Context: an optimization exercise on an open-source flow, tuned for small area, a short achievable clock period and few clock cycles. The choices shown serve that exercise and are no tape-out recipe.
The RTL was checked by simulation tests, not by an equivalence proof against the original design.
Power is estimated from default activity; no workload was simulated.

## AYUMU
module AYUMU(
	input CLK,
	input RST,
	input [31:0] INPUT,
	output [31:0] OUTPUT,
	output [15:0] IADDR,
	input [15:0] IDATA
);
export LEC_CHECK = 0
export CAP_MARGIN = 20
export CORE_MARGIN = 2
export CORE_UTILIZATION = 50
export CTS_CLUSTER_DIAMETER = 80
export CTS_CLUSTER_SIZE = 30
export SLEW_MARGIN = 20
create_clock -name core_clock -period 10.0 [get_ports {CLK}]
standard.sh (not shown) runs the stock make flow with config.mk's settings and CLKGATE_MAP_FILE= SYNTH_SCRIPT=/design/flow/synth_recipe.tcl, a recipe that flattens the netlist after the stock synthesis.
==> flow/flow/run.sh <==
#!/bin/bash
set -o pipefail
bash standard.sh SETUP_SLACK_MARGIN=6.4 \
	"BUFFER_PORTS_ARGS=-buffer_cell sky130_fd_sc_hd__buf_4" finish > standard.log 2>&1
Testbench counts at the start, summed over its fixed seeds: cycles 152,112.
==> next run, changes <==
--- a/flow/design.v
+++ b/flow/design.v
@@ -321,44 +321,45 @@
 		INPUT_INT INPUT_INT(.CLK(CLK), .RST(RST), .EN(adv), .INPUT(INPUT[g*8 +: 8]), .CFG(ICFG[g]),
 			.INT_FLAG(REQ[g]), .INT_NEXT(REQ_N[g]));
 	end
 endgenerate
 TIMER_INT TIMER_INT(.CLK(CLK), .RST(RST), .EN(adv),
 	.CFG0(TCFG[0]), .CFG1(TCFG[1]), .CFG2(TCFG[2]), .CFG3(TCFG[3]),
 	.INT_FLAG(REQ[7:4]), .INT_NEXT(REQ_N[7:4]));
 wire insrv_n = (adv & TAKE) ? 1'b1 : (exe & D_RETI) ? 1'b0 : INSERV;
 wire f_n     = adv ? (exe & cmp_res) : F_FLAG;
 wire take_n  = (REQ_N != 8'd0) & ~insrv_n;
-reg [15:0] vsel;
+reg [15:0] vsel_n;
+reg [15:0] vec_j;
+integer j;
 always @* begin
-	if (REQ[0])      vsel = VSET[0] ? VEC[0] : 16'd0;
-	else if (REQ[1]) vsel = VSET[1] ? VEC[1] : 16'd0;
-	else if (REQ[2]) vsel = VSET[2] ? VEC[2] : 16'd0;
-	else if (REQ[3]) vsel = VSET[3] ? VEC[3] : 16'd0;
-	else if (REQ[4]) vsel = VSET[4] ? VEC[4] : 16'd0;
-	else if (REQ[5]) vsel = VSET[5] ? VEC[5] : 16'd0;
-	else if (REQ[6]) vsel = VSET[6] ? VEC[6] : 16'd0;
-	else             vsel = VSET[7] ? VEC[7] : 16'd0;
+	vsel_n = 16'd0;
+	for (j = 7; j >= 0; j = j - 1) begin
+		if (exe & D_SETV & (D_K == j))
+			vec_j = PAIR;
+		else
+			vec_j = VSET[j] ? VEC[j] : 16'd0;
+		if (REQ_N[j])
+			vsel_n = vec_j;
+	end
 end
 wire fwd_b_n = reg_we & (A_IDX == f_b);
 wire pair_wr = reg_we & (A_OH[12] | A_OH[13] | A_OH[14] | A_OH[15]);
 wire haz_n   = ~HOLD & (f_mul | ((f_jmpu | f_jmpc) & pair_wr) | (f_mem & fwd_b_n));
-wire hold_n  = ~HOLD & take_n | haz_n;
+wire hold_n  = haz_n & ~take_n;
 wire [15:0] tgt_n = f_vsel ? {R[14], R[15]} : {R[12], R[13]};
 wire [15:0] npc_inc;
 INC16 INC(.X(NPC), .Y(npc_inc));
-wire [15:0] npc_base = (HOLD & TAKE) ? vsel :
-                       haz_n ? NPC :
+wire [15:0] npc_base = haz_n ? NPC :
                        f_ret ? SAVED_PC : npc_inc;
-wire jmp_ok  = ~(HOLD & TAKE) & ~haz_n;
-wire jt_n    = jmp_ok & (f_jmpu | (f_jmpc & (adv ? exe & cmp_res : F_FLAG)));
-wire [15:0] npc_n = jt_n ? tgt_n : npc_base;
+wire jt_n    = ~haz_n & (f_jmpu | (f_jmpc & (adv ? exe & cmp_res : F_FLAG)));
+wire [15:0] npc_n = take_n ? vsel_n : jt_n ? tgt_n : npc_base;
 wire [7:0] rb_n = R[f_b];
 wire [7:0] r74  = R[w[7:4]];
 wire [7:0] rbhi = R[w[11:8]];
 wire [7:0] ra_n = a_hi ? rbhi : a_lo ? rb_n : r74;
 wire fwd_a_n_p = a_hi ? (A_IDX == w[11:8]) : a_lo ? (A_IDX == w[3:0]) : (A_IDX == w[7:4]);
 wire fwd_a_n = reg_we & fwd_a_n_p;
 always @(posedge CLK) begin
 	A_OH   <= 16'd1 << f_a;
 	A_IDX  <= f_a;
 	OPA    <= ra_n;
@@ -426,21 +427,21 @@
 		end
 		VSET <= 8'd0;
 	end
 	else begin
 		RUN <= 1'b1;
 		HOLD <= hold_n;
 		TAKE <= take_n;
 		NPC <= npc_n;
 		INSERV <= insrv_n;
 		F_FLAG <= f_n;
-		if (~HOLD & take_n)
+		if (take_n)
 			SAVED_PC <= NPC;
 		if (adv)
 			C_FLAG <= exe & alu_res[8];
 		for (i = 0; i < 16; i = i + 1)
 			if (reg_we & A_OH[i])
 				R[i] <= wd;
 		if (exe & D_OUT)
 			IO[D_K[1:0]] <= A;
 		if (exe & D_SETV)
 			VSET[D_K] <= 1'b1;
Effect: Total power went up by 0.61%; final area went up by 2.6%; worst hold slack is better by 0.010 ns; sequential power is about the same; setup slack is worse by 0.20 ns; via count went up by 5.5%; clock-buffer cell count went down by 7; routed wire length went up by 4.8%; non-clock buffer count went up by 56; clock skew went up by 0.014 ns; die area went up by 1.4%; first-iteration DRC count went up by 16%.
Testbench counts after the change, summed over its fixed seeds: cycles 150,470.

==> re-timing with driven ports <==
No port has a modelled driver above. Below, the same layouts with a new extraction and two added sets of constraints.
Step 1 assumes that a clkbuf_16 drives the clock port and a buf_2 every other input.
Step 2 times the ports against the registers' clock, not the clock port: input delays grow and output delays shrink by t, the midpoint of the rising clock arrivals with the driver on.
a / b / c = no drivers / after step 1 / after step 2; a / b = the first two.
run | t (ns) | setup WS [ns] | worst hold slack (ns) | clock arrival spread, ns | worst data-port slew with drivers (ns)
the first run | 0.932 | 6.217 / 6.217 / 5.389 | 0.457 / 0.457 / 0.457 | 0.052 / 0.052 | 0.13
the second run | 0.941 | 6.019 / 6.019 / 5.154 | 0.467 / 0.467 / 0.467 | 0.075 / 0.075 | 0.21
After both steps every run listed still meets setup and hold. For the second run, which loses most, drivers alone change the setup slack by 0.000 ns; drivers and shift together by -0.865 ns.
